This design comes from an exercise in tuning for small area on the open sky130 flow, not from production work.
The RTL was checked by simulation tests, not by an equivalence proof against the original design.
Power is estimated from default activity; no workload was simulated.

==> design/flow/flow/run.sh <==
#!/bin/bash
# Layout flow: the standard flow (standard.sh) with three changes that
# leave the design, its registers and constraints as they are:
#  - synthesis maps the logic with an area-oriented abc script
#    (flow/abc_deep.script) and without extracting half/full adder cells;
#  - the port buffers are the smallest buffer, buf_1;
#  - clock tree synthesis uses small clock buffers and no dummy loads.
# Each tool's output goes to the ORFS logs under orfs/logs; make's output
# goes to standard.log.
set -euo pipefail
here=$(pwd)
{
  cat <<EOT
# The standard flow's synthesis script, with abc's mapping script replaced
proc abc {args} {
  set i [lsearch -exact \$args -script]
  if {\$i >= 0} { set args [lreplace \$args \$i [expr {\$i + 1}]] }
  yosys abc -script $here/flow/abc_deep.script {*}\$args
}
EOT
  cat synth_recipe.tcl
} > flow_synth.tcl
CTS="-sink_clustering_enable -repair_clock_nets -dont_use_dummy_load -buf_list sky130_fd_sc_hd__clkbuf_8 -root_buf sky130_fd_sc_hd__clkbuf_8"
bash standard.sh SYNTH_SCRIPT=$here/flow_synth.tcl ADDER_MAP_FILE= \
  BUFFER_PORTS_ARGS="-buffer_cell sky130_fd_sc_hd__buf_1" \
  CTS_ARGS="$CTS" finish > standard.log 2>&1
==> design/flow/flow/abc_deep.script <==
strash
&get -n
&deepsyn -T 60
&dch -f
&nf -R 1000 -p
&put
==> design/flow/standard.sh <==
#!/bin/bash
# synth_recipe.tcl (not shown) runs the flow's synth.tcl, then flattens the netlist and writes it again
# the make line also repeats each setting of config.mk as NAME=value (left out here)
make -C /OpenROAD-flow-scripts/flow DESIGN_CONFIG=/design/flow/config.mk WORK_HOME=/design/flow/orfs CLKGATE_MAP_FILE= SYNTH_SCRIPT=/design/flow/synth_recipe.tcl "${@:-finish}"
==> design/flow/config.mk <==
export PLATFORM = sky130hd
export DESIGN_NAME = flappy_game
export DESIGN_NICKNAME = flappy_game
export VERILOG_FILES = /design/flow/design.v
export SDC_FILE = /design/flow/constraint.sdc
export NUM_CORES = 4
export LEC_CHECK = 0
export CAP_MARGIN = 20
export CORE_MARGIN = 2
export CORE_UTILIZATION = 40
export SLEW_MARGIN = 20
==> design/flow/constraint.sdc <==
create_clock -name core_clock -period 20.0 [get_ports {clk}]
set_input_delay 4.0000 -clock core_clock [delete_from_list [all_inputs] [get_ports {clk}]]
set_output_delay 4.0000 -clock core_clock [all_outputs]
set_load 0.01 [all_outputs]
==> design/flow/design.v <==
`timescale 1ns / 1ps
module debouncer(input clk,input rst,input button1,output button2);
 reg [3:0] cnt1;
always @(posedge clk) begin
  if(rst) cnt1<=4'd0;
  else if(cnt1==4'd0) cnt1<=button1 ? 4'd11 : 4'd0;
  else cnt1<=cnt1-4'd1;
end
assign button2=cnt1[3];
endmodule
`timescale 1ns / 1ps
module flappy_game(input clk,input rst,
				input pushin,paus,quit,
				input STATUS_IN,
				input [7:0] temp,    
				input [7:0] temp2,   
				output reg [2:0] state,
				output reg mode,
				output reg [1:0] level,
				output reg [7:0] score1,score2,
				output reg [8:0] birdrow1,birdrow2,
				output [7:0] birdcolumn1,birdcolumn2,
				output reg [1:0] birdangle1,birdangle2,
				output reg [8:0] row0,row1,row2,
				output [9:0] column0,column1,column2,
				output [7:0] height2,
				output test);
parameter set0=3'b000,set=3'b001,set2=3'b010,play=3'b011,pause=3'b100,fail=3'b101;
function [9:0] add10(input [9:0] a, input [9:0] b, input ci);
  integer i; reg c;
  begin
    c=ci;
    for(i=0;i<10;i=i+1) begin
      add10[i]=a[i]^b[i]^c;
      c=(a[i]&b[i])|(a[i]&c)|(b[i]&c);
    end
  end
endfunction
reg [7:0] C;         
reg [1:0] n;         
reg z;               
reg [6:0] hgt;       
reg heightdir;
reg [6:0] bc1;       
wire g=bc1[6]|bc1[5];  
reg collide1,collide2;
reg [7:0] x1,x2;     
reg f1,f2,a1,a2,l2,l12,sp;
reg [1:0] lv;        
reg [8:0] G;         
reg [8:0] s;         
reg [8:0] brs;
reg [6:0] xi1,xi2;
reg [7:0] Cm;
reg [9:0] t;
reg win1,win2,in,s1,s2,aft1,aft2,push1b,sel2,play_now;
wire push,push1,push2;
wire [6:0] rcnt;
reg [8:0] randomR;
wire Pause,Quit;
wire [9:0] c0s,c2s;
debouncer D1(clk,rst,pushin,push1);
Random R(clk,rst,rcnt);
always @* begin
  case (rcnt[4:1])
    4'd0: t[3:0]=4'b1101^rcnt[5:2];
    4'd1: t[3:0]=4'b1010^rcnt[5:2];
    4'd2: t[3:0]=4'b1111^rcnt[6:3];
    4'd3: t[3:0]=4'b0111^rcnt[5:2];
    4'd4: t[3:0]=4'b0110^rcnt[6:3];
    4'd5: t[3:0]=4'b1101^rcnt[5:2];
    4'd6: t[3:0]=4'b1110^rcnt[6:3];
    default: t[3:0]=4'b1011^rcnt[5:2];
  endcase
  case (t[3:0])
    4'd0: randomR=9'd365;  4'd1: randomR=9'd348;  4'd2: randomR=9'd331;  4'd3: randomR=9'd314;
    4'd4: randomR=9'd297;  4'd5: randomR=9'd280;  4'd6: randomR=9'd263;  4'd7: randomR=9'd246;
    4'd8: randomR=9'd229;  4'd9: randomR=9'd212;  4'd10: randomR=9'd195; 4'd11: randomR=9'd178;
    4'd12: randomR=9'd161; 4'd13: randomR=9'd144; 4'd14: randomR=9'd127; default: randomR=9'd110;
  endcase
end
assign c0s = add10({2'd0,C},10'd119,1'b0);
assign c2s = add10({2'd0,C},10'h389,1'b0);    
assign column0 = (n!=2'd0) ? {c0s[8:0],1'b0} : 10'd0;
assign column1 = n[1] ? {1'b0,C,1'b0} : 10'd0;
assign column2 = (n==2'd3 && C>=8'd131) ? {c2s[8:0],1'b0} : 10'd0;
assign birdcolumn1 = {bc1,1'b0};
assign birdcolumn2 = {g,2'b00,g,1'b0,g,g,1'b0};    
assign height2 = {g,hgt};
assign test=f1;
assign push=STATUS_IN? f1:push1||f2;
assign push2=l2;
assign Pause=paus||sp;
assign Quit=quit||(STATUS_IN? a1:a2);
always@(posedge clk) begin   
  if(rst) begin f1<=0;f2<=0;l2<=0;l12<=0; end
  else begin
    f1<=temp==8'h66; f2<=temp2==8'h66;
    l2<=temp2==8'h6c; l12<=temp==8'h6c||temp2==8'h6c;
  end
end
always@(posedge clk) begin
  a1<=temp==8'h61; a2<=temp2==8'h61;
  sp<=temp==8'h20||temp2==8'h20;
  lv<=(temp==8'h31||temp2==8'h31)?2'd1:(temp==8'h32||temp2==8'h32)?2'd2:(temp==8'h33||temp2==8'h33)?2'd3:2'd0;
end
always@(posedge clk) begin  
 if(rst) begin
   state=set0; mode=1'b0; level=2'b0; score1=8'b0; score2=8'b0;
   birdrow1=9'b0; birdrow2=9'b0; bc1=7'b0;
   birdangle1=2'b0; birdangle2=2'b0; hgt=7'b0;
   n=2'b0; row0=9'b0; row1=9'b0; row2=9'b0;
 end else begin
 xi1=add10({3'd0,x1[6:0]},10'd0,1'b1);
 xi2=add10({3'd0,x2[6:0]},10'd0,1'b1);
 if(state==set0) begin
   if(STATUS_IN) begin
     if(f1) begin mode=1'b0;state=set;end
     else if(l12) begin mode=1'b1;state=set;end
   end else begin
     if(f2) begin mode=1'b0;state=set;end
     else if(l2) begin mode=1'b1;state=set;end
   end
 end
 if(state==set) begin
   if(Quit) state=set0;
   else if(lv!=2'd0) begin state=set2;level={lv[1]&lv[0],lv[1]&~lv[0]};x1=8'd64;end
 end
 else if(state==set2) begin
   if(x1[6:0]==7'h7f) begin state=play;
     score1=8'b0;score2=8'b0;collide1=1'b0;birdangle1=2'b00;birdangle2=2'b00;
     row0=9'd0;row1=9'd0;row2=9'd0;n=2'd0;C=8'd88;z=1'b0;
     birdrow1=9'd240;x1=8'd0;x2=8'd0;xi1=7'd1;xi2=7'd1;
     bc1=7'd125;heightdir=1'b1;
     hgt=(level==2'd0)?7'd82:(level==2'd1)?7'd22:7'd2;
     collide2=~mode;
     birdrow2=mode?9'd240:9'd511;
   end
   else x1[6:0]=xi1;
 end
 else if(state==play) begin
   if(Pause) state=pause;
   else if(birdrow1>9'd470&&birdrow2>9'd470) state=fail;
 end
 else if(state==pause) begin
   if(Quit) state=play;
 end
 else if(state==fail) begin
   if(Quit) state=set;
 end
 else state=set0;
 play_now=state==play;
 if(play_now) begin  
   if(push) x1=8'b1111_0101;
   else if(x1[7]||x1[6:0]!=7'h7f) x1={x1[7]&&x1[6:0]!=7'h7f,xi1};
   if(mode) begin
     if(push2) x2=8'b1111_0101;
     else if(x2[7]||x2[6:0]!=7'h7f) x2={x2[7]&&x2[6:0]!=7'h7f,xi2};
   end
 end
 if(play_now&&!collide1) begin  
   if(x1[7]) begin
     if(birdrow1>9'd19) begin
       birdrow1=add10({1'b0,birdrow1},(x1[6:0]<7'd120)?10'h3fb:(x1[6:0]<7'd125)?10'h3fc:10'h3fe,1'b0);
       birdangle1=2'b01;
     end else begin birdrow1=9'd19;birdangle1=2'b00;end
   end
   else if(birdrow1<9'd500) begin
     birdrow1=add10({1'b0,birdrow1},{7'd0,x1[6:4]},1'b0);
     birdangle1=(x1[6:0]>7'd19)?2'b10:2'b00;
   end
   else begin birdrow1=9'd511;birdangle1=2'b00;end
 end
 if(play_now&&!collide2) begin  
   if(x2[7]) begin
     if(birdrow2>9'd19) begin
       birdrow2=add10({1'b0,birdrow2},(x2[6:0]<7'd120)?10'h3fb:(x2[6:0]<7'd125)?10'h3fc:10'h3fe,1'b0);
       birdangle2=2'b01;
     end else begin birdrow2=9'd19;birdangle2=2'b00;end
   end
   else if(birdrow2<9'd500) begin
     birdrow2=add10({1'b0,birdrow2},{7'd0,x2[6:4]},1'b0);
     birdangle2=(x2[6:0]>7'd19)?2'b10:2'b00;
   end
   else begin birdrow2=9'd511;birdangle2=2'b00;end
 end
 sel2=C<8'd96;
 brs=sel2?birdrow2:birdrow1;
 s=add10({1'b0,brs},~{1'b0,row1},1'b1);
 case(level)
   2'd0: in=s[8]? s>9'h1a3 : s<9'd93;
   2'd1: in=s[8]? s>9'h1c1 : s<9'd63;
   default: in=s[8]? s>9'h1cb : s<9'd53;
 endcase
 Cm=add10({2'd0,C},10'h3ff,1'b0);
 if(play_now&&!(collide1&&collide2)) begin  
   if(C==8'd67) begin
     row2=row1;row1=row0;row0=randomR;C=8'd186;
     if(n!=2'd3) n={n[1]|n[0],~n[0]};
   end
   else if(C==8'd68&&!z&&n!=2'd0) z=1'b1;
   else begin
     C=Cm;z=1'b0;
     if(level==2'd2) begin
       if(hgt>7'd32) begin heightdir=1'b0;hgt=add10({3'd0,hgt},10'h3fe,1'b0);end
       else if(hgt<7'd2) begin heightdir=1'b1;hgt=add10({3'd0,hgt},10'd2,1'b0);end
       else hgt=add10({3'd0,hgt},heightdir?10'd1:10'h3ff,1'b0);
     end
   end
 end
 s1=play_now&&n[1]&&C==8'd105&&!collide1;
 s2=play_now&&n==2'd3&&C==8'd174&&!collide2;
 score1=add10({2'd0,score1},10'd0,s1);
 score2=add10({2'd0,score2},10'd0,s2);
 win1=n[1]&&C>8'd105&&C<8'd145;
 if(play_now&&win1&&!in) collide1=1'b1;
 win2=n[1]&&C<8'd95;
 if(play_now&&mode&&win2&&!in) collide2=1'b1;
 G=add10({2'd0,C},~{3'd0,bc1},1'b1);
 aft1=play_now&&collide1&&birdrow1<9'd505&&(collide2||!n[1]||(!G[8]&&G>=9'd20)||(G[8]&&G<9'h1ec));
 push1b=play_now&&collide1&&birdrow1<9'd505&&!collide2&&n[1]&&G==9'd20;
 aft2=play_now&&collide2&&birdrow2<9'd505&&(collide1||!(n==2'd3&&C>=8'd174));
 birdrow1[8:2]=add10({3'd0,birdrow1[8:2]},10'd0,aft1);
 birdrow2[8:2]=add10({3'd0,birdrow2[8:2]},10'd0,aft2);
 bc1=add10({3'd0,bc1},{10{push1b}},1'b0);
 end
end
endmodule
module Random(input clk,input rst,output reg [6:0] counter);
always@(posedge clk) begin
  if(rst) counter<=7'b0; else counter<=counter+7'd1;
end
endmodule
==> results of run 1 <==
## critical path, delay by kind of cell
kind	cells	cell delay [ns]
adder cells (fa/ha/maj)	3	1.18
AO/OA/AOI/OAI	14	3.11
AND/OR/NAND/NOR	20	4.23
buffers and inverters	1	0.18
XOR/XNOR	3	0.53
## metrics by stage
step,area (um2),hold slack (ns)
6_report,8750,0.463
3_5_place_dp,8520,0.460
5_1_grt,8750,0.503
3_3_place_gp,8520,0.452
4_1_cts,8750,0.470
2_1_floorplan,7720,0.448
## state kept, by name, summed over array words and instances, names as in the netlist, 2 cells and up
register	count
n	2
x2	8
birdangle1	2
row1	9
score1	8
birdangle2	2
lv	2
state	3
D1.cnt1	4
R.counter	7
score2	8
row2	9
hgt	7
birdrow2	9
x1	8
row0	9
bc1	7
level	2
C	8
birdrow1	9
## cells in the mapped netlist, drive strengths merged (4+ instances only)
cell type	count	area share [%]
nor2	118	5.8
dfxtp	107	28
nand2	104	5.1
a21oi	79	5.1
o21ai	74	4.8
nor3	47	3.1
nand3	36	2.3
and2	33	2.7
edfxtp	28	11
nand2b	26	2.1
xor2	25	2.8
a22o	24	2.7
and3	22	1.8
xnor2	22	2.5
clkinv	17	0.83
buf	15	1.5
o211ai	13	1.3
nor2b	12	0.98
a31oi	10	0.81
o21a	10	0.98
nand3b	9	0.88
nor3b	9	0.88
nor4	9	0.73
or3	9	0.73
a21o	8	0.78
a32oi	7	0.80
mux2i	7	0.91
nand4	7	0.57
or2	7	0.57
o22ai	6	0.49
a21boi	5	0.49
a211oi	4	0.39
o21bai	4	0.39
o31ai	4	0.39
## per-layer routing
layer  GRT usage (%)  vias up  part of all wire, %
li1                -     3832                    -
met1            30.8     3511                   48
met2            33.6      239                   45
met3            3.82       21                  6.0
met4            6.77        0                  1.4
met5               0        -                    0
## power groups by stage
stage                     clock network, W  registers [W]   logic, W
after CTS                         0.000172       0.000295  0.0000428
after global routing              0.000185       0.000296  0.0000490
after global placement                   0       0.000301  0.0000422
after detailed placement                 0       0.000301  0.0000425
final                             0.000167       0.000295  0.0000429
after floorplan                          0       0.000298  0.0000319
## logic make-up after synthesis
| group | synth area share [%] |
|---|---|
| other | 0.0488 |
| flip-flops | 38.8 |
| AND/OR/NAND/NOR | 29.6 |
| buffers and inverters | 2.29 |
| XOR/XNOR | 5.35 |
| AO/OA/AOI/OAI | 22.5 |
| adder cells (fa/ha/maj) | 0.391 |
| multiplexers | 1.06 |
## cell type report
class                      count  area, um2  area share, %
timing repair buffer         150        613           7.00
multi-input combinational    802       4570           52.2
clock buffer                  17        234           2.67
inverter                      17       63.8          0.729
tap                          234        293           3.34
sequential                   135       2980           34.1
## worst max-delay path by stage
stage | start | endpoint | depth (start not counted)
after detailed placement | STATUS_IN | bc1[6] | 41
after global routing | STATUS_IN | bc1[6] | 41
after global placement | STATUS_IN | bc1[6] | 41
after CTS | STATUS_IN | bc1[6] | 41
after floorplan | STATUS_IN | bc1[6] | 39
final | STATUS_IN | bc1[6] | 41
==> results.sh, run 1 <==
export IMPL_nNetsFinal=1145
export IMPL_internal_power_w=0.000376
export IMPL_hold_path_class="register to register"
export IMPL_synth_warnings=3
export IMPL_p_switching_w=0.000129
export IMPL_worstSetupPathType="input port to register"
export IMPL_rr_startpoint="a2"
export IMPL_number_of_remaining_drc_errors=0
export IMPL_post_dp_hpwl_um=16200
export IMPL_synth_async_reset_ratio_pct=0
export IMPL_fmax_mhz=77.8
export IMPL_floorplan_initialDensity_pct=41.0
export IMPL_worst_slew_pin_transition_ns=1.05
export IMPL_dpl_cell_count=1338
export IMPL_latest_clock_arrival_within_the_worst_skew_pair_ns=0.47
export IMPL_place_gp_congestion=0.871
export IMPL_largest_net_degree_at_the_start_of_global_routing=60
export IMPL_dp_worst_setup_slack_ns=6.77
export IMPL_power_density_nw_per_um2=57.7
export IMPL_fin_total_pwr_w=0.000505
export IMPL_post_cts_hold_buffer_count=0
export IMPL_fin_setup_tns_ns=0
export IMPL_outcome="finished clean"
export IMPL_post_synth_cell_area_avg_um2=8.01
export IMPL_timing_max_slew_rel_slack_pct=29.5
export IMPL_leading_cell_types_in_the_layout_fill_and_taps_excluded="buf_1 (136), nor2_1 (118), dfxtp_1 (107)"
export IMPL_layout_worst_path_cycle_share_pct=64.3
export IMPL_hold_path_depth=2
export IMPL_grt_pass1_wl_um=35100
export IMPL_register_to_register_setup_slack_ns=10.55
export IMPL_finalClockSkew_ns=0.0395
export IMPL_route_detailed_vias_per_inst=5.61
export IMPL_critical_path_max_stage_delay_ns=0.53
export IMPL_critPathRequiredTime_ns=20.36
export IMPL_clock_tree_root_cell="clkbuf_8"
export IMPL_clock_power_share_pct=33.1
export IMPL_cts_resized=0
export IMPL_final_min_clock_period_ns=12.85
export IMPL_share_of_total_power_in_combinational_logic_pct=8.5
export IMPL_critPathCaptureType="register"
export IMPL_overflow=0
export IMPL_vias=7603
export IMPL_postSynthRegisterBits=135
export IMPL_cts_h_tree_lvls=4
export IMPL_swShare_pct=25.5
export IMPL_critPathSlowestCell="or4b_1"
export IMPL_p_leak_nw=3.11
export IMPL_seqPwrFrac_pct=58.4
export IMPL_wl_per_cell_um=16.2
export IMPL_unrepaired_setup_endpoints_after_global_routing="no"
export IMPL_layout_commonest_cell="buf_1"
export IMPL_rr_endpoint="bc1[6]"
export IMPL_antenna_found_initial=0
export IMPL_crit_path_frequent_cell="o21ai_0"
export IMPL_port_buffer_count=137
export IMPL_filler_cell_count=1913
export IMPL_design_portCount=148
export IMPL_cts_clk_slew_worst_paths_ns=0.07
export IMPL_cts_root_to_sink_buffers=2
export IMPL_timing_reg2reg_worst_path_depth=40
export IMPL_floorplan_die_area_um2=20300
export IMPL_numCtsBuffers=17
export IMPL_start_kind="input port"
export IMPL_cts_post_setup_buffers_inserted=0
export IMPL_fin_ws_ns=7.15
export IMPL_core_um2=18800
export IMPL_hold_start="row0[5]"
export IMPL_ys_types=60
export IMPL_setup_viol=0
export IMPL_syn_cell_area_um2=7690
export IMPL_synthCells=960
export IMPL_layout_drive_gt1_share_pct=2.85
export IMPL_detailedRoute_firstIterationViolations=621
export IMPL_layout_cells_non_filler=1355
export IMPL_first_global_vias=6811
export IMPL_antennaDiodeCount=0
export IMPL_syn_to_final_growth_pct=13.9
export IMPL_final_max_slew_viol_count=0
export IMPL_timing_hold_violations_final=0
export IMPL_chipWidth_um=143
export IMPL_remaining_antenna_violation_count=0
export IMPL_maximum_ir_drop_on_the_vdd_rail_mv=0.0414
export IMPL_holdPathEnd="row0[5]"
export IMPL_drv_cap=0
export IMPL_cp_arrival_ns=13.22
export IMPL_layout_core_utilization_pct=46.6
export IMPL_finalWirelength_um=21900
export IMPL_synth_top_flop_cell="dfxtp_1"
export IMPL_synth_sequential_area_ratio_pct=38.8
export IMPL_synth_enable_flop_cells=28
export IMPL_cts_tree="done"
export IMPL_first_pass_iters=5
export IMPL_path_max_fanout=9
export IMPL_clock_sinks=135
export IMPL_globalRouteTotalUtil_pct=21.7
export IMPL_die_y_um=143
export IMPL_rows=50
==> run 2, diff against run 1 <==
--- a/design/flow/design.v
+++ b/design/flow/design.v
@@ -109,7 +109,7 @@
    state=set0; mode=1'b0; level=2'b0; score1=8'b0; score2=8'b0;
    birdrow1=9'b0; birdrow2=9'b0; bc1=7'b0;
    birdangle1=2'b0; birdangle2=2'b0; hgt=7'b0;
-   n=2'b0; row0=9'b0; row1=9'b0; row2=9'b0;
+   n=2'b0; row0=9'b0; row1=9'b0; row2=9'b0; C=0; x1=0; x2=0; z=0; collide1=0; collide2=0; heightdir=0;
  end else begin
  xi1=add10({3'd0,x1[6:0]},10'd0,1'b1);
  xi2=add10({3'd0,x2[6:0]},10'd0,1'b1);
==> run 2 against run 1 <==
Compared with the run above:
- first-iteration DRC count down 34%
- flip-flop and latch count unchanged
- clock power about the same
- largest cell class unchanged
- largest power group unchanged
==> results.sh, run 2 <==
export IMPL_final_max_slew_viol_count=0
export IMPL_nNetsFinal=1177
export IMPL_syn_cell_area_um2=7520
export IMPL_cp_arrival_ns=13.65
export IMPL_synth_sequential_area_ratio_pct=35.9
export IMPL_die_y_um=141
export IMPL_dp_worst_setup_slack_ns=6.35
export IMPL_leading_cell_types_in_the_layout_fill_and_taps_excluded="nor2_1 (143), buf_1 (136), dfxtp_1 (135)"
export IMPL_grt_pass1_wl_um=35900
export IMPL_yosys_top_cells_area="dfxtp_1 (36%), nor2_1 (7.1%), a21oi_1 (6.6%)"
export IMPL_layout_cells_non_filler=1387
export IMPL_fmax_mhz=75.2
export IMPL_cts_tree="done"
export IMPL_p_leak_nw=3.04
export IMPL_cts_clk_slew_worst_paths_ns=0.07
export IMPL_path_max_fanout=8
export IMPL_vias=7801
export IMPL_dpl_cell_count=1370
export IMPL_critPathRequiredTime_ns=20.34
export IMPL_multi_input_area_um2=4700
export IMPL_synthCells=999
export IMPL_globalRouteTotalUtil_pct=22.3
export IMPL_route_detailed_vias_per_inst=5.62
export IMPL_synth_top_cell_by_area="dfxtp_1"
export IMPL_fin_setup_tns_ns=0
export IMPL_core_um2=18600
export IMPL_sequential_cell_area_um2=2700
export IMPL_final_min_clock_period_ns=13.30
export IMPL_outcome="finished clean"
export IMPL_design_portCount=148
export IMPL_filler_cell_count=1958
export IMPL_critical_path_max_stage_delay_ns=0.46
export IMPL_post_cts_hold_buffer_count=0
export IMPL_rows=50
export IMPL_largest_net_degree_at_the_start_of_global_routing=55
export IMPL_hold_path_class="register to register"
export IMPL_setup_viol=0
export IMPL_chipWidth_um=141
export IMPL_synth_top_flop_cell="dfxtp_1"
export IMPL_synth_async_reset_ratio_pct=0
export IMPL_yosys_cell_count_top_type="nor2_1"
export IMPL_first_global_vias=7015
export IMPL_cts_resized=0
export IMPL_syn_to_final_growth_pct=13.6
export IMPL_antennaDiodeCount=0
export IMPL_worstSetupPathType="input port to register"
export IMPL_timing_max_slew_rel_slack_pct=34.8
export IMPL_layout_commonest_cell="nor2_1"
export IMPL_start_kind="input port"
export IMPL_first_pass_iters=5
export IMPL_place_gp_congestion=0.913
export IMPL_finalWirelength_um=22400
export IMPL_unrepaired_setup_endpoints_after_global_routing="no"
export IMPL_postSynthRegisterBits=135
export IMPL_layout_worst_path_cycle_share_pct=66.5
export IMPL_post_dp_hpwl_um=16400
export IMPL_number_of_remaining_drc_errors=0
export IMPL_critPathCaptureType="register"
export IMPL_clock_tree_root_cell="clkbuf_8"
export IMPL_port_buffer_count=137
export IMPL_timing_hold_violations_final=0
export IMPL_worst_slew_pin_transition_ns=0.977
export IMPL_cts_root_to_sink_buffers=2
export IMPL_synth_enable_flop_cells=0
export IMPL_post_synth_most_frequent_cells="nor2_1 (143), dfxtp_1 (135), nand2_1 (114)"
export IMPL_ys_types=58
export IMPL_wl_per_cell_um=16.1
export IMPL_drv_cap=0
export IMPL_maximum_ir_drop_on_the_vdd_rail_mv=0.0377
export IMPL_fin_ws_ns=6.70
export IMPL_numCtsBuffers=17
export IMPL_synth_top_area_share_pct=35.9
export IMPL_cts_h_tree_lvls=4
export IMPL_clock_sinks=135
export IMPL_floorplan_initialDensity_pct=40.5
export IMPL_latest_clock_arrival_within_the_worst_skew_pair_ns=0.45
export IMPL_layout_drive_gt1_share_pct=2.34
export IMPL_power_density_nw_per_um2=53.9
export IMPL_remaining_antenna_violation_count=0
export IMPL_detailedRoute_firstIterationViolations=411
export IMPL_overflow=0
export IMPL_synth_warnings=3
export IMPL_post_synth_cell_area_avg_um2=7.53
export IMPL_cts_post_setup_buffers_inserted=0
export IMPL_critPathSlowestCell="o21ai_0"
export IMPL_antenna_found_initial=0
export IMPL_finalClockSkew_ns=0.0338
export IMPL_floorplan_die_area_um2=19900
run 2: layout make-up:
type                       count  share of cell area, %
sequential                   135                   31.6
inverter                      16                  0.702
timing repair buffer         143                   6.59
clock buffer                  17                   2.74
multi-input combinational    842                   54.9
tap                          234                   3.42
run 2: layer usage:
| layer | part of all wire, % | routed length [um] | vias up | GRT usage [%] |
|---|---|---|---|---|
| met1 | 46 | 10400 | 3597 | 29.7 |
| met2 | 45 | 10100 | 265 | 35.6 |
| li1 | - | - | 3908 | - |
| met4 | 2.1 | 478 | 0 | 8.16 |
| met5 | 0 | 0 | - | 1.00 |
| met3 | 6.2 | 1400 | 31 | 4.72 |
run 2: cells by family (layout without fill, tap and decap cells):
kind of cell               count (synthesis)  in the layout  synth area share (%)
and+or+nand+nor                          493            493                  31.4
AOI/OAI and AO/OA                        278            278                  23.0
DFF                                      135            135                  35.9
xor gates and xnor gates                  49             49                  5.70
buffers and inverters                     31            176                  2.29
adders and majority gates                  6              6                 0.798
muxes                                      6              6                 0.815
other                                      1             10                0.0498
run 2: report_power, final:
part           internal, W  switching [W]   total, W
sequential        0.000271     0.00000307   0.000274
combinational   0.00000645      0.0000134  0.0000199
clock            0.0000748      0.0000916   0.000166
total             0.000352       0.000108   0.000460
run 2: final timing paths:
path                  from       endpoint  slack (ns)  cells past startpoint
max              STATUS_IN         bc1[6]        6.70                     43
max reg2reg             l2         bc1[6]       10.06                     42
min          birdangle1[1]  birdangle1[1]        0.46                      2
min reg2reg  birdangle1[1]  birdangle1[1]        0.46                      2
run 2: worst max-delay path: cells and delay by family:
kind / cells / cell delay [ns]
simple gates: 21 / 4.35
compound gates: 14 / 2.91
fa+ha+maj: 4 / 1.58
xor+xnor: 2 / 0.40
buf+inv: 1 / 0.19
mux: 1 / 0.19
run 2: metrics by stage:
stage / instance area [um2] / power (W) / utilization [%] / hold WS [ns]
2_1_floorplan: 7560 / 0.000292 / - / 0.453
3_3_place_gp: 8310 / 0.000300 / 44.7 / 0.444
3_5_place_dp: 8310 / 0.000300 / 44.7 / 0.456
4_1_cts: 8540 / 0.000467 / 46.0 / 0.463
5_1_grt: 8550 / 0.000480 / 46.0 / 0.488
6_report: 8550 / 0.000460 / 46.0 / 0.458
==> run 3, diff against run 2 <==
--- a/design/flow/flow/run.sh
+++ b/design/flow/flow/run.sh
@@ -20,7 +20,7 @@
 EOT
   cat synth_recipe.tcl
 } > flow_synth.tcl
-CTS="-sink_clustering_enable -repair_clock_nets -dont_use_dummy_load -buf_list sky130_fd_sc_hd__clkbuf_8 -root_buf sky130_fd_sc_hd__clkbuf_8"
+CTS="-sink_clustering_enable -sink_clustering_size 24 -sink_clustering_max_diameter 120 -repair_clock_nets -dont_use_dummy_load -buf_list sky130_fd_sc_hd__clkbuf_8 -root_buf sky130_fd_sc_hd__clkbuf_8"
 bash standard.sh SYNTH_SCRIPT=$here/flow_synth.tcl ADDER_MAP_FILE= \
   BUFFER_PORTS_ARGS="-buffer_cell sky130_fd_sc_hd__buf_1" \
   CTS_ARGS="$CTS" finish > standard.log 2>&1
==> run 3 against run 2 <==
Compared with the run above:
- register-to-register slack hardly changed
- sequential share of layout area stayed put
- flip-flop and latch count unchanged
- critical path depth unchanged
- final area is the same
- global-route usage is the same
==> results.sh, run 3 <==
export IMPL_p_leak_nw=3.04
export IMPL_internal_power_w=0.000352
export IMPL_final_min_clock_period_ns=13.30
export IMPL_synth_warnings=3
export IMPL_filler_cell_count=1958
export IMPL_detailedRoute_firstIterationViolations=411
export IMPL_drv_cap=0
export IMPL_layout_drive_gt1_share_pct=2.34
export IMPL_syn_cell_area_um2=7520
export IMPL_clock_power_share_pct=36.1
export IMPL_start_kind="input port"
export IMPL_critical_path_top_delay_family="simple AND/OR/NAND/NOR gates"
export IMPL_critPathCaptureType="register"
export IMPL_post_cts_hold_buffer_count=0
export IMPL_latest_clock_arrival_within_the_worst_skew_pair_ns=0.45
export IMPL_rows=50
export IMPL_cts_clk_slew_worst_paths_ns=0.07
export IMPL_worstSetupPathType="input port to register"
export IMPL_worst_slew_pin_transition_ns=0.977
export IMPL_die_y_um=141
export IMPL_synth_top_flop_cell="dfxtp_1"
export IMPL_unrepaired_setup_endpoints_after_global_routing="no"
export IMPL_finalClockSkew_ns=0.0338
export IMPL_first_pass_iters=5
export IMPL_critPathSlowestCell="o21ai_0"
export IMPL_floorplan_die_area_um2=19900
export IMPL_cts_tree="done"
export IMPL_p_switching_w=0.000108
export IMPL_largest_net_degree_at_the_start_of_global_routing=55
export IMPL_post_synth_cell_area_avg_um2=7.53
export IMPL_critical_path_max_stage_delay_ns=0.46
export IMPL_rr_startpoint="l2"
export IMPL_maximum_ir_drop_on_the_vdd_rail_mv=0.0377
export IMPL_yosys_cell_count_top_type="nor2_1"
export IMPL_core_um2=18600
export IMPL_synth_enable_flop_cells=0
export IMPL_post_dp_hpwl_um=16400
export IMPL_antennaDiodeCount=0
export IMPL_place_gp_congestion=0.913
export IMPL_critical_path_cell_count=43
export IMPL_nNetsFinal=1177
export IMPL_vias=7801
export IMPL_cts_resized=0
export IMPL_layout_cells_non_filler=1387
export IMPL_critPathRequiredTime_ns=20.34
export IMPL_fin_setup_tns_ns=0
export IMPL_dpl_cell_count=1370
export IMPL_cts_post_setup_buffers_inserted=0
export IMPL_postSynthRegisterBits=135
export IMPL_number_of_remaining_drc_errors=0
export IMPL_syn_to_final_growth_pct=13.6
export IMPL_numCtsBuffers=17
export IMPL_route_detailed_vias_per_inst=5.62
export IMPL_path_max_fanout=8
export IMPL_setup_viol=0
export IMPL_post_synth_most_frequent_cells="nor2_1 (143), dfxtp_1 (135), nand2_1 (114)"
export IMPL_crit_buf_inv=1
export IMPL_outcome="finished clean"
export IMPL_overflow=0
export IMPL_leading_cell_types_in_the_layout_fill_and_taps_excluded="nor2_1 (143), buf_1 (136), dfxtp_1 (135)"
export IMPL_chipWidth_um=141
export IMPL_fmax_mhz=75.2
export IMPL_floorplan_initialDensity_pct=40.5
export IMPL_power_density_nw_per_um2=53.9
export IMPL_first_global_vias=7015
export IMPL_share_of_total_power_in_combinational_logic_pct=4.3
export IMPL_cp_arrival_ns=13.65
export IMPL_ys_types=58
export IMPL_synth_top_area_share_pct=35.9
export IMPL_cts_root_to_sink_buffers=2
export IMPL_wl_per_cell_um=16.1
export IMPL_globalRouteTotalUtil_pct=22.3
export IMPL_timing_hold_violations_final=0
export IMPL_hold_path_class="register to register"
export IMPL_synth_top_cell_by_area="dfxtp_1"
export IMPL_critical_path_endpoint="bc1[6]"
export IMPL_remaining_antenna_violation_count=0
export IMPL_seqPwrFrac_pct=59.5
export IMPL_clock_tree_root_cell="clkbuf_8"
export IMPL_synth_sequential_area_ratio_pct=35.9
export IMPL_antenna_found_initial=0
export IMPL_rr_endpoint="bc1[6]"
export IMPL_timing_max_slew_rel_slack_pct=34.8
export IMPL_synth_async_reset_ratio_pct=0
export IMPL_cts_h_tree_lvls=4
export IMPL_dp_worst_setup_slack_ns=6.35
export IMPL_design_portCount=148
export IMPL_layout_worst_path_cycle_share_pct=66.5
export IMPL_register_to_register_setup_slack_ns=10.06
export IMPL_clock_sinks=135
export IMPL_place_area_um2=8310
export IMPL_synthCells=999
export IMPL_final_max_slew_viol_count=0
export IMPL_yosys_top_cells_area="dfxtp_1 (36%), nor2_1 (7.1%), a21oi_1 (6.6%)"
export IMPL_fin_total_pwr_w=0.000460
export IMPL_final_design_area_no_fill_um2=8550
export IMPL_port_buffer_count=137
export IMPL_grt_pass1_wl_um=35900
export IMPL_timing_reg2reg_worst_path_depth=42
export IMPL_swShare_pct=23.5
export IMPL_layout_commonest_cell="nor2_1"
export IMPL_fin_ws_ns=6.70
export IMPL_critPathLaunch="STATUS_IN"
export IMPL_finalWirelength_um=22400
-- run 3: tightest hold or removal path: stages, from the launching register on --
cell,delay [ns]
dfxtp_1,0.31
nand2_1,0.05
a21oi_1,0.05
-- run 3: logic make-up (layout without fill, tap and decap cells) --
| logic type | Yosys count | after routing | share of synthesized area (%) |
|---|---|---|---|
| and+or+nand+nor | 493 | 493 | 31.4 |
| AOI/OAI and AO/OA | 278 | 278 | 23.0 |
| DFF | 135 | 135 | 35.9 |
| xor gates and xnor gates | 49 | 49 | 5.70 |
| buffers and inverters | 31 | 176 | 2.29 |
| adders and majority gates | 6 | 6 | 0.798 |
| muxes | 6 | 6 | 0.815 |
| other | 1 | 10 | 0.0498 |
-- run 3: metal layers --
layer / part of all wire [%] / track usage (%) / up-vias / routed length (um)
met1: 46 / 29.7 / 3597 / 10400
met2: 45 / 35.6 / 265 / 10100
met4: 2.1 / 8.16 / 0 / 478
met3: 6.2 / 4.72 / 31 / 1400
li1: - / - / 3908 / -
met5: 0 / 1.00 / - / 0
-- run 3: worst min path at each step --
stage	start	end	slack [ns]	cells past startpoint
2_1_floorplan	D1.cnt1[0]	D1.cnt1[0]	0.45	1
3_3_place_gp	birdangle1[1]	birdangle1[1]	0.44	2
3_5_place_dp	birdangle1[1]	birdangle1[1]	0.46	2
4_1_cts	birdangle1[1]	birdangle1[1]	0.46	2
5_1_grt	birdangle2[1]	birdangle2[1]	0.49	2
6_report	birdangle1[1]	birdangle1[1]	0.46	2
-- run 3: stage by stage --
step           util, %  hold slack [ns]
2_1_floorplan        -            0.453
4_1_cts           46.0            0.463
3_3_place_gp      44.7            0.444
3_5_place_dp      44.7            0.456
6_report          46.0            0.458
5_1_grt           46.0            0.488
-- run 3: area by class of cell --
class                      instances  area, um2  share of cell area [%]
clock buffer                      17        234                    2.74
inverter                          16       60.1                   0.702
multi-input combinational        842       4700                    54.9
sequential                       135       2700                    31.6
tap                              234        293                    3.42
timing repair buffer             143        563                    6.59
-- run 3: power groups by stage --
| stage | clock (W) | combinational [W] | sequential, W |
|---|---|---|---|
| after CTS | 0.000173 | 0.0000199 | 0.000274 |
| after global placement | 0 | 0.0000196 | 0.000280 |
| after detailed placement | 0 | 0.0000198 | 0.000280 |
| final | 0.000166 | 0.0000199 | 0.000274 |
| after floorplan | 0 | 0.0000125 | 0.000279 |
| after global routing | 0.000183 | 0.0000227 | 0.000275 |
==> run 4, diff against run 3 <==
--- a/design/flow/flow/run.sh
+++ b/design/flow/flow/run.sh
@@ -20,7 +20,7 @@
 EOT
   cat synth_recipe.tcl
 } > flow_synth.tcl
-CTS="-sink_clustering_enable -sink_clustering_size 24 -sink_clustering_max_diameter 120 -repair_clock_nets -dont_use_dummy_load -buf_list sky130_fd_sc_hd__clkbuf_8 -root_buf sky130_fd_sc_hd__clkbuf_8"
+CTS="-sink_clustering_enable -sink_clustering_size 16 -repair_clock_nets -dont_use_dummy_load -buf_list sky130_fd_sc_hd__clkbuf_8 -root_buf sky130_fd_sc_hd__clkbuf_8"
 bash standard.sh SYNTH_SCRIPT=$here/flow_synth.tcl ADDER_MAP_FILE= \
   BUFFER_PORTS_ARGS="-buffer_cell sky130_fd_sc_hd__buf_1" \
   CTS_ARGS="$CTS" finish > standard.log 2>&1
==> run 4 against run 3 <==
Compared with the run above:
- flip-flop and latch count stayed put
- sequential power about the same
- global-route usage unchanged
- maximum frequency unchanged
- utilization stayed put
- die area unchanged
- final area unchanged
- clock-buffer cell count stayed put
- non-clock buffer count unchanged
- power unchanged
- worst hold slack unchanged
==> results.sh, run 4 <==
export IMPL_outcome="finished clean"
export IMPL_number_of_remaining_drc_errors=0
export IMPL_layout_drive_gt1_share_pct=2.34
export IMPL_path_max_fanout=8
export IMPL_postSynthRegisterBits=135
export IMPL_filler_cell_count=1958
export IMPL_port_buffer_count=137
export IMPL_swShare_pct=23.5
export IMPL_cts_clk_slew_worst_paths_ns=0.07
export IMPL_finalClockSkew_ns=0.0338
export IMPL_cts_root_to_sink_buffers=2
export IMPL_cts_h_tree_lvls=4
export IMPL_synth_sequential_area_ratio_pct=35.9
export IMPL_dp_worst_setup_slack_ns=6.35
export IMPL_drv_cap=0
export IMPL_power_density_nw_per_um2=53.9
export IMPL_timing_hold_violations_final=0
export IMPL_seqPwrFrac_pct=59.5
export IMPL_latest_clock_arrival_within_the_worst_skew_pair_ns=0.45
export IMPL_critical_path_top_delay_family="simple AND/OR/NAND/NOR gates"
export IMPL_hold_path_class="register to register"
export IMPL_post_dp_hpwl_um=16400
export IMPL_unrepaired_setup_endpoints_after_global_routing="no"
export IMPL_layout_commonest_cell="nor2_1"
export IMPL_final_min_clock_period_ns=13.30
export IMPL_cts_post_setup_buffers_inserted=0
export IMPL_share_of_total_power_in_combinational_logic_pct=4.3
export IMPL_remaining_antenna_violation_count=0
export IMPL_fmax_mhz=75.2
export IMPL_cp_arrival_ns=13.65
export IMPL_dpl_cell_count=1370
export IMPL_worstSetupPathType="input port to register"
export IMPL_ys_types=58
export IMPL_first_pass_iters=5
export IMPL_post_synth_most_frequent_cells="nor2_1 (143), dfxtp_1 (135), nand2_1 (114)"
export IMPL_first_global_vias=7015
export IMPL_p_leak_nw=3.04
export IMPL_cts_resized=0
export IMPL_wl_per_cell_um=16.1
export IMPL_layout_cells_non_filler=1387
export IMPL_die_y_um=141
export IMPL_chipWidth_um=141
export IMPL_layout_worst_path_cycle_share_pct=66.5
export IMPL_cts_tree="done"
export IMPL_route_detailed_vias_per_inst=5.62
export IMPL_synth_top_area_share_pct=35.9
export IMPL_crit_buf_inv=1
export IMPL_start_kind="input port"
export IMPL_antennaDiodeCount=0
export IMPL_maximum_ir_drop_on_the_vdd_rail_mv=0.0377
export IMPL_core_um2=18600
export IMPL_clock_power_share_pct=36.1
export IMPL_p_switching_w=0.000108
export IMPL_synth_async_reset_ratio_pct=0
export IMPL_floorplan_die_area_um2=19900
export IMPL_syn_cell_area_um2=7520
export IMPL_antenna_found_initial=0
export IMPL_vias=7801
export IMPL_clock_tree_root_cell="clkbuf_8"
export IMPL_synth_top_cell_by_area="dfxtp_1"
export IMPL_grt_pass1_wl_um=35900
export IMPL_critPathSlowestCell="o21ai_0"
export IMPL_synthCells=999
export IMPL_largest_net_degree_at_the_start_of_global_routing=55
export IMPL_place_gp_congestion=0.913
export IMPL_critPathCaptureType="register"
export IMPL_internal_power_w=0.000352
export IMPL_leading_cell_types_in_the_layout_fill_and_taps_excluded="nor2_1 (143), buf_1 (136), dfxtp_1 (135)"
export IMPL_overflow=0
export IMPL_design_portCount=148
export IMPL_detailedRoute_firstIterationViolations=411
export IMPL_numCtsBuffers=17
export IMPL_synth_top_flop_cell="dfxtp_1"
export IMPL_post_cts_hold_buffer_count=0
export IMPL_yosys_cell_count_top_type="nor2_1"
export IMPL_worst_slew_pin_transition_ns=0.977
export IMPL_critical_path_max_stage_delay_ns=0.46
export IMPL_synth_warnings=3
export IMPL_floorplan_initialDensity_pct=40.5
export IMPL_finalWirelength_um=22400
export IMPL_yosys_top_cells_area="dfxtp_1 (36%), nor2_1 (7.1%), a21oi_1 (6.6%)"
export IMPL_rows=50
export IMPL_setup_viol=0
export IMPL_fin_setup_tns_ns=0
export IMPL_critPathRequiredTime_ns=20.34
export IMPL_globalRouteTotalUtil_pct=22.3
export IMPL_post_synth_cell_area_avg_um2=7.53
export IMPL_nNetsFinal=1177
export IMPL_synth_enable_flop_cells=0
export IMPL_fin_ws_ns=6.70
export IMPL_syn_to_final_growth_pct=13.6
export IMPL_timing_max_slew_rel_slack_pct=34.8
export IMPL_clock_sinks=135
export IMPL_final_max_slew_viol_count=0
-- run 4: cell counts in the layout (fill, tap and decap cells not counted) --
No cell type changed its count.
-- run 4: metrics by stage --
step	utilization, %	hold WS (ns)	total power [W]	cell area [um2]
floorplan	-	0.453	0.000292	7560
global placement	44.7	0.444	0.000300	8310
detailed placement	44.7	0.456	0.000300	8310
CTS	46.0	0.463	0.000467	8540
global route	46.0	0.488	0.000480	8550
finish	46.0	0.458	0.000460	8550
-- run 4: metal layers --
layer  track usage (%)  share of wire (%)  vias up
met5              1.00                  0        -
met1              29.7                 46     3597
met3              4.72                6.2       31
met4              8.16                2.1        0
li1                  -                  -     3908
met2              35.6                 45      265
-- run 4: worst reg2reg max path, delay by kind of cell, from the launching register on --
family                   cells  cell delay [ns]
AO/OA/AOI/OAI               14             2.85
adder cells (fa/ha/maj)      4             1.58
AND/OR/NAND/NOR             21             4.38
XOR/XNOR                     2             0.40
multiplexers                 1             0.19
flip-flops                   1             0.45
-- run 4: layout make-up --
class	count	area (um2)	share of cell area, %
inverter	16	60.1	0.702
multi-input combinational	842	4700	54.9
sequential	135	2700	31.6
clock buffer	17	234	2.74
timing repair buffer	143	563	6.59
tap	234	293	3.42
-- run 4: cell families (layout without fill, tap and decap cells) --
family	count (synthesis)	after routing	share of synthesized area [%]
AOI/OAI and AO/OA	278	278	23.0
xor gates and xnor gates	49	49	5.70
adders and majority gates	6	6	0.798
buffers and inverters	31	176	2.29
DFF	135	135	35.9
muxes	6	6	0.815
other	1	10	0.0498
and+or+nand+nor	493	493	31.4
-- run 4: power groups by stage --
stage | Sequential, W | Combinational [W] | Clock (W)
finish | 0.000274 | 0.0000199 | 0.000166
global route | 0.000275 | 0.0000227 | 0.000183
CTS | 0.000274 | 0.0000199 | 0.000173
detailed placement | 0.000280 | 0.0000198 | 0
global placement | 0.000280 | 0.0000196 | 0
floorplan | 0.000279 | 0.0000125 | 0
-- run 4: path summary, 6_finish.rpt --
| check | from | endpoint | slack [ns] | cells past startpoint |
|---|---|---|---|---|
| min reg2reg | birdangle1[1] | birdangle1[1] | 0.46 | 2 |
| min | birdangle1[1] | birdangle1[1] | 0.46 | 2 |
| max | STATUS_IN | bc1[6] | 6.70 | 43 |
| max reg2reg | l2 | bc1[6] | 10.06 | 42 |
==> run 5, diff against run 4 <==
--- a/design/flow/flow/run.sh
+++ b/design/flow/flow/run.sh
@@ -20,7 +20,7 @@
 EOT
   cat synth_recipe.tcl
 } > flow_synth.tcl
-CTS="-sink_clustering_enable -sink_clustering_size 16 -repair_clock_nets -dont_use_dummy_load -buf_list sky130_fd_sc_hd__clkbuf_8 -root_buf sky130_fd_sc_hd__clkbuf_8"
+CTS="-repair_clock_nets -dont_use_dummy_load -buf_list sky130_fd_sc_hd__clkbuf_8 -root_buf sky130_fd_sc_hd__clkbuf_8"
 bash standard.sh SYNTH_SCRIPT=$here/flow_synth.tcl ADDER_MAP_FILE= \
   BUFFER_PORTS_ARGS="-buffer_cell sky130_fd_sc_hd__buf_1" \
   CTS_ARGS="$CTS" finish > standard.log 2>&1
==> run 5 against run 4 <==
Compared with the run above:
- clock skew did not move
- first-iteration DRC count is the same
- wire length did not move
- register-to-register slack barely moved
- area after synthesis stayed put
- sequential share of layout area stayed put
- final area unchanged
- utilization is the same
- combinational power hardly changed
- synthesized cell count unchanged
- via count is the same
- critical path depth unchanged
==> results.sh, run 5 <==
export IMPL_outcome="finished clean"
export IMPL_largest_net_degree_at_the_start_of_global_routing=55
export IMPL_cts_h_tree_lvls=4
export IMPL_antennaDiodeCount=0
export IMPL_number_of_remaining_drc_errors=0
export IMPL_holdPathEnd="birdangle1[1]"
export IMPL_globalRouteTotalUtil_pct=22.3
export IMPL_timing_max_slew_rel_slack_pct=34.8
export IMPL_wl_per_cell_um=16.1
export IMPL_path_max_fanout=8
export IMPL_post_cts_hold_buffer_count=0
export IMPL_timing_hold_violations_final=0
export IMPL_syn_cell_area_um2=7520
export IMPL_yosys_top_cells_area="dfxtp_1 (36%), nor2_1 (7.1%), a21oi_1 (6.6%)"
export IMPL_fin_setup_tns_ns=0
export IMPL_setup_viol=0
export IMPL_post_dp_hpwl_um=16400
export IMPL_port_buffer_count=137
export IMPL_route_detailed_vias_per_inst=5.62
export IMPL_synth_async_reset_ratio_pct=0
export IMPL_layout_drive_gt1_share_pct=2.34
export IMPL_finalClockSkew_ns=0.0338
export IMPL_place_gp_congestion=0.913
export IMPL_synth_sequential_area_ratio_pct=35.9
export IMPL_p_leak_nw=3.04
export IMPL_design_portCount=148
export IMPL_synth_top_area_share_pct=35.9
export IMPL_clock_sinks=135
export IMPL_core_um2=18600
export IMPL_critPathSlowestCell="o21ai_0"
export IMPL_timing_reg2reg_worst_path_depth=42
export IMPL_syn_to_final_growth_pct=13.6
export IMPL_numCtsBuffers=17
export IMPL_cts_resized=0
export IMPL_layout_commonest_cell="nor2_1"
export IMPL_finalWirelength_um=22400
export IMPL_overflow=0
export IMPL_post_synth_cell_area_avg_um2=7.53
export IMPL_sequential_cell_area_um2=2700
export IMPL_synth_warnings=3
export IMPL_final_max_slew_viol_count=0
export IMPL_cts_root_to_sink_buffers=2
export IMPL_rr_startpoint="l2"
export IMPL_worstSetupPathType="input port to register"
export IMPL_fin_hold_ws_ns=0.458
export IMPL_synth_top_flop_cell="dfxtp_1"
export IMPL_hold_start="birdangle1[1]"
export IMPL_floorplan_die_area_um2=19900
export IMPL_post_synth_most_frequent_cells="nor2_1 (143), dfxtp_1 (135), nand2_1 (114)"
export IMPL_leading_cell_types_in_the_layout_fill_and_taps_excluded="nor2_1 (143), buf_1 (136), dfxtp_1 (135)"
export IMPL_filler_cell_count=1958
export IMPL_unrepaired_setup_endpoints_after_global_routing="no"
export IMPL_postSynthRegisterBits=135
export IMPL_cts_post_setup_buffers_inserted=0
export IMPL_drv_cap=0
export IMPL_yosys_cell_count_top_type="nor2_1"
export IMPL_hold_path_class="register to register"
export IMPL_worst_slew_pin_transition_ns=0.977
export IMPL_power_density_nw_per_um2=53.9
export IMPL_antenna_found_initial=0
export IMPL_cts_tree="done"
export IMPL_floorplan_initialDensity_pct=40.5
export IMPL_remaining_antenna_violation_count=0
export IMPL_first_global_vias=7015
export IMPL_vias=7801
export IMPL_first_pass_iters=5
export IMPL_final_min_clock_period_ns=13.30
export IMPL_start_kind="input port"
export IMPL_hold_path_depth=2
export IMPL_critical_path_max_stage_delay_ns=0.46
export IMPL_register_to_register_setup_slack_ns=10.06
export IMPL_grt_pass1_wl_um=35900
export IMPL_multi_input_area_um2=4700
export IMPL_latest_clock_arrival_within_the_worst_skew_pair_ns=0.45
export IMPL_detailedRoute_firstIterationViolations=411
export IMPL_ys_types=58
export IMPL_fmax_mhz=75.2
export IMPL_critPathCaptureType="register"
export IMPL_rows=50
export IMPL_nNetsFinal=1177
export IMPL_clock_tree_root_cell="clkbuf_8"
export IMPL_cts_clk_slew_worst_paths_ns=0.07
export IMPL_rr_endpoint="bc1[6]"
export IMPL_synth_enable_flop_cells=0
export IMPL_maximum_ir_drop_on_the_vdd_rail_mv=0.0377
export IMPL_critPathRequiredTime_ns=20.34
export IMPL_die_y_um=141
export IMPL_chipWidth_um=141
export IMPL_synth_top_cell_by_area="dfxtp_1"
export IMPL_layout_worst_path_cycle_share_pct=66.5
export IMPL_synthCells=999
export IMPL_cp_arrival_ns=13.65
run 5: logic make-up after synthesis:
group | count (synthesis) | share of synthesized area [%]
and+or+nand+nor | 493 | 31.4
AOI/OAI and AO/OA | 278 | 23.0
DFF | 135 | 35.9
xor gates and xnor gates | 49 | 5.70
buffers and inverters | 31 | 2.29
adders and majority gates | 6 | 0.798
muxes | 6 | 0.815
other | 1 | 0.0498
run 5: layer usage:
layer  wire length [um]  vias to the layer above  global-route usage (%)
li1                   -                     3908                       -
met3               1400                       31                    4.72
met1              10400                     3597                    29.7
met5                  0                        -                    1.00
met4                478                        0                    8.16
met2              10100                      265                    35.6
run 5: worst max-delay path by stage:
| stage | start | to | slack [ns] | depth (start not counted) |
|---|---|---|---|---|
| after floorplan | STATUS_IN | bc1[6] | 7.78 | 42 |
| after global placement | STATUS_IN | bc1[6] | 6.75 | 43 |
| after detailed placement | STATUS_IN | bc1[6] | 6.35 | 42 |
| after CTS | STATUS_IN | bc1[6] | 6.79 | 43 |
| after global routing | STATUS_IN | bc1[6] | 5.57 | 43 |
| final | STATUS_IN | bc1[6] | 6.70 | 43 |
run 5: final cells by class:
| type | count | area share, % |
|---|---|---|
| repair buffers | 143 | 6.59 |
| flip-flops and latches | 135 | 31.6 |
| clock buffers | 17 | 2.74 |
| well taps | 234 | 3.42 |
| inverters | 16 | 0.702 |
| multi-input cells | 842 | 54.9 |
run 5: critical path: cells and delay by family:
family          cells  cell delay [ns]
compound gates     14             2.91
buf+inv             1             0.19
mux                 1             0.19
xor+xnor            2             0.40
simple gates       21             4.35
fa+ha+maj           4             1.58
run 5: report_power, final:
| group | switching, W | internal, W | leakage [nW] | total, W |
|---|---|---|---|---|
| clock network | 0.0000916 | 0.0000748 | 0.122 | 0.000166 |
| logic | 0.0000134 | 0.00000645 | 1.83 | 0.0000199 |
| registers | 0.00000307 | 0.000271 | 1.09 | 0.000274 |
| total | 0.000108 | 0.000352 | 3.04 | 0.000460 |
run 5: per-stage QoR:
stage                     std cells  utilization (%)  setup WS (ns)  total power, W  instance area, um2
after floorplan                1008                -           7.78        0.000292                7560
after global placement         1370             44.7           6.75        0.000300                8310
after detailed placement       1370             44.7           6.35        0.000300                8310
after CTS                      1387             46.0           6.79        0.000467                8540
after global routing           1387             46.0           5.57        0.000480                8550
final                          1387             46.0           6.70        0.000460                8550
==> run 6, diff against run 5 <==
--- a/design/flow/flow/run.sh
+++ b/design/flow/flow/run.sh
@@ -20,7 +20,7 @@
 EOT
   cat synth_recipe.tcl
 } > flow_synth.tcl
-CTS="-repair_clock_nets -dont_use_dummy_load -buf_list sky130_fd_sc_hd__clkbuf_8 -root_buf sky130_fd_sc_hd__clkbuf_8"
+CTS="-sink_clustering_enable -repair_clock_nets -dont_use_dummy_load -buf_list sky130_fd_sc_hd__clkbuf_16 -root_buf sky130_fd_sc_hd__clkbuf_8"
 bash standard.sh SYNTH_SCRIPT=$here/flow_synth.tcl ADDER_MAP_FILE= \
   BUFFER_PORTS_ARGS="-buffer_cell sky130_fd_sc_hd__buf_1" \
   CTS_ARGS="$CTS" finish > standard.log 2>&1
==> run 6 against run 5 <==
Compared with the run above:
- still clean on timing, DRC and antenna
- worst hold slack got worse by 0.0011 ns
- clock-buffer cell count did not move
- clock power rose by 47%
- setup slack improved by 0.068 ns
- die area did not move
- highest routed layer unchanged
==> results.sh, run 6 <==
export IMPL_outcome="finished clean"
export IMPL_final_min_clock_period_ns=13.23
export IMPL_detailedRoute_firstIterationViolations=383
export IMPL_timing_hold_violations_final=0
export IMPL_start_kind="input port"
export IMPL_layout_core_utilization_pct=47.0
export IMPL_globalRouteTotalUtil_pct=22.5
export IMPL_cts_post_setup_buffers_inserted=0
export IMPL_overflow=0
export IMPL_worst_slew_pin_transition_ns=0.956
export IMPL_yosys_cell_count_top_type="nor2_1"
export IMPL_unrepaired_setup_endpoints_after_global_routing="no"
export IMPL_remaining_antenna_violation_count=0
export IMPL_finalClockSkew_ns=0.0270
export IMPL_chipWidth_um=141
export IMPL_grt_pass1_wl_um=36100
export IMPL_synth_top_cell_by_area="dfxtp_1"
export IMPL_worstSetupPathType="input port to register"
export IMPL_filler_cell_count=1930
export IMPL_syn_to_final_growth_pct=16.0
export IMPL_wl_per_cell_um=16.3
export IMPL_critPathSlowestCell="o21ai_0"
export IMPL_port_buffer_count=137
export IMPL_number_of_remaining_drc_errors=0
export IMPL_p_leak_nw=3.12
export IMPL_place_gp_congestion=0.913
export IMPL_rows=50
export IMPL_clock_tree_root_cell="clkbuf_8"
export IMPL_path_max_fanout=8
export IMPL_fmax_mhz=75.6
export IMPL_clock_sinks=135
export IMPL_nNetsFinal=1177
export IMPL_post_synth_most_frequent_cells="nor2_1 (143), dfxtp_1 (135), nand2_1 (114)"
export IMPL_maximum_ir_drop_on_the_vdd_rail_mv=0.0528
export IMPL_cts_tree="done"
export IMPL_fin_setup_tns_ns=0
export IMPL_die_y_um=141
export IMPL_design_portCount=148
export IMPL_critPathRequiredTime_ns=20.43
export IMPL_finalWirelength_um=22600
export IMPL_first_global_vias=7056
export IMPL_cts_clk_slew_worst_paths_ns=0.06
export IMPL_numCtsBuffers=17
export IMPL_vias=7788
export IMPL_critical_path_top_delay_family="simple AND/OR/NAND/NOR gates"
export IMPL_post_synth_cell_area_avg_um2=7.53
export IMPL_syn_cell_area_um2=7520
export IMPL_yosys_top_cells_area="dfxtp_1 (36%), nor2_1 (7.1%), a21oi_1 (6.6%)"
export IMPL_synth_top_flop_cell="dfxtp_1"
export IMPL_hold_path_class="register to register"
export IMPL_layout_drive_gt1_share_pct=2.34
export IMPL_antenna_found_initial=0
export IMPL_leading_cell_types_in_the_layout_fill_and_taps_excluded="nor2_1 (143), buf_1 (136), dfxtp_1 (135)"
export IMPL_drv_cap=0
export IMPL_synth_top_area_share_pct=35.9
export IMPL_critPathCaptureType="register"
export IMPL_timing_max_slew_rel_slack_pct=36.2
export IMPL_latest_clock_arrival_within_the_worst_skew_pair_ns=0.53
export IMPL_synthCells=999
export IMPL_layout_worst_path_cycle_share_pct=66.2
export IMPL_power_density_nw_per_um2=61.7
export IMPL_crit_buf_inv=1
export IMPL_ys_types=58
export IMPL_critical_path_max_stage_delay_ns=0.46
export IMPL_cts_root_to_sink_buffers=2
export IMPL_synth_enable_flop_cells=0
export IMPL_post_dp_hpwl_um=16400
export IMPL_synth_warnings=3
export IMPL_cts_h_tree_lvls=4
export IMPL_setup_viol=0
export IMPL_floorplan_initialDensity_pct=40.5
export IMPL_antennaDiodeCount=0
export IMPL_largest_net_degree_at_the_start_of_global_routing=55
export IMPL_layout_commonest_cell="nor2_1"
export IMPL_route_detailed_vias_per_inst=5.61
export IMPL_synth_sequential_area_ratio_pct=35.9
export IMPL_cts_resized=0
export IMPL_postSynthRegisterBits=135
export IMPL_post_cts_hold_buffer_count=0
export IMPL_multi_input_area_um2=4700
export IMPL_core_um2=18600
export IMPL_cp_arrival_ns=13.67
export IMPL_first_pass_iters=5
export IMPL_sequential_cell_area_um2=2700
export IMPL_synth_async_reset_ratio_pct=0
export IMPL_floorplan_die_area_um2=19900
export IMPL_final_max_slew_viol_count=0
==> run 6: worst min-delay path: stages, from the launching register on <==
cell,delay [ns]
dfxtp_1,0.31
nand2_1,0.05
a21oi_1,0.05
==> run 6: power by group <==
part           total [W]  internal (W)  switching, W
combinational  0.0000200    0.00000645     0.0000135
sequential      0.000275      0.000272    0.00000306
clock           0.000244      0.000141      0.000103
==> run 6: logic make-up (layout without fill, tap and decap cells) <==
family,count (synthesis),after routing,synth area share (%)
AOI/OAI and AO/OA,278,278,23.0
xor gates and xnor gates,49,49,5.70
adders and majority gates,6,6,0.798
buffers and inverters,31,176,2.29
DFF,135,135,35.9
muxes,6,6,0.815
other,1,10,0.0498
and+or+nand+nor,493,493,31.4
==> run 6: cell type report <==
type                    instances  share of cell area, %
clock buffers                  17                   4.74
well taps                     234                   3.35
inverters                      16                  0.688
flip-flops and latches        135                   31.0
multi-input cells             842                   53.8
repair buffers                143                   6.45
==> run 6: layer usage <==
metal	up-vias	share of wire, %	track usage (%)
li1	3923	-	-
met1	3592	47	29.8
met2	245	45	36.1
met3	28	5.7	4.89
met4	0	2.2	7.89
met5	-	0	1.00
==> run 6: through the flow <==
stage / hold WS (ns) / worst slack [ns] / power, W / area (um2) / std cells
2_1_floorplan: 0.453 / 7.78 / 0.000292 / 7560 / 1008
3_3_place_gp: 0.444 / 6.75 / 0.000300 / 8310 / 1370
3_5_place_dp: 0.456 / 6.35 / 0.000300 / 8310 / 1370
4_1_cts: 0.461 / 6.88 / 0.000545 / 8720 / 1387
5_1_grt: 0.485 / 5.65 / 0.000558 / 8730 / 1387
6_report: 0.457 / 6.77 / 0.000539 / 8730 / 1387
==> run 6: path summary, 6_finish.rpt <==
check	startpoint	slack, ns	cells past startpoint	endpoint
setup reg to reg	l2	10.06	42	bc1[6]
setup / recovery	STATUS_IN	6.77	43	bc1[6]
hold reg to reg	birdangle1[1]	0.46	2	birdangle1[1]
hold / removal	birdangle1[1]	0.46	2	birdangle1[1]

-- port drivers added, routing unchanged --
In the flow no input, the clock included, has a driving cell. The finished layouts below were timed again as built, in two steps.
Step 1 sets driving cells, clkbuf_16 on the clock port and buf_2 on the other inputs (assumed; they add their load-dependent delay and slew).
Step 2 also shifts input and output timing later by t, the mid clock arrival at the registers, as if the neighbouring blocks saw the same clock.
Three values: ideal, step 1, step 2; two values: the first two.
run	t (ns)	setup slack, ns	latest minus earliest clock arrival (ns)	worst slew at a driven data input, ns
run 1	0.487	7.147 / 7.159 / 6.673	0.040 / 0.039	0.03
run 2	0.474	6.698 / 6.703 / 6.229	0.034 / 0.034	0.04
run 3	0.474	6.698 / 6.703 / 6.229	0.034 / 0.034	0.04
run 4	0.474	6.698 / 6.703 / 6.229	0.034 / 0.034	0.04
run 5	0.474	6.698 / 6.703 / 6.229	0.034 / 0.034	0.04
run 6	0.561	6.766 / 6.769 / 6.207	0.027 / 0.027	0.04
After both steps every run listed still meets setup and hold. The setup slack of run 6, which loses most, moves by +0.003 ns with the drivers and by -0.559 ns with both steps.
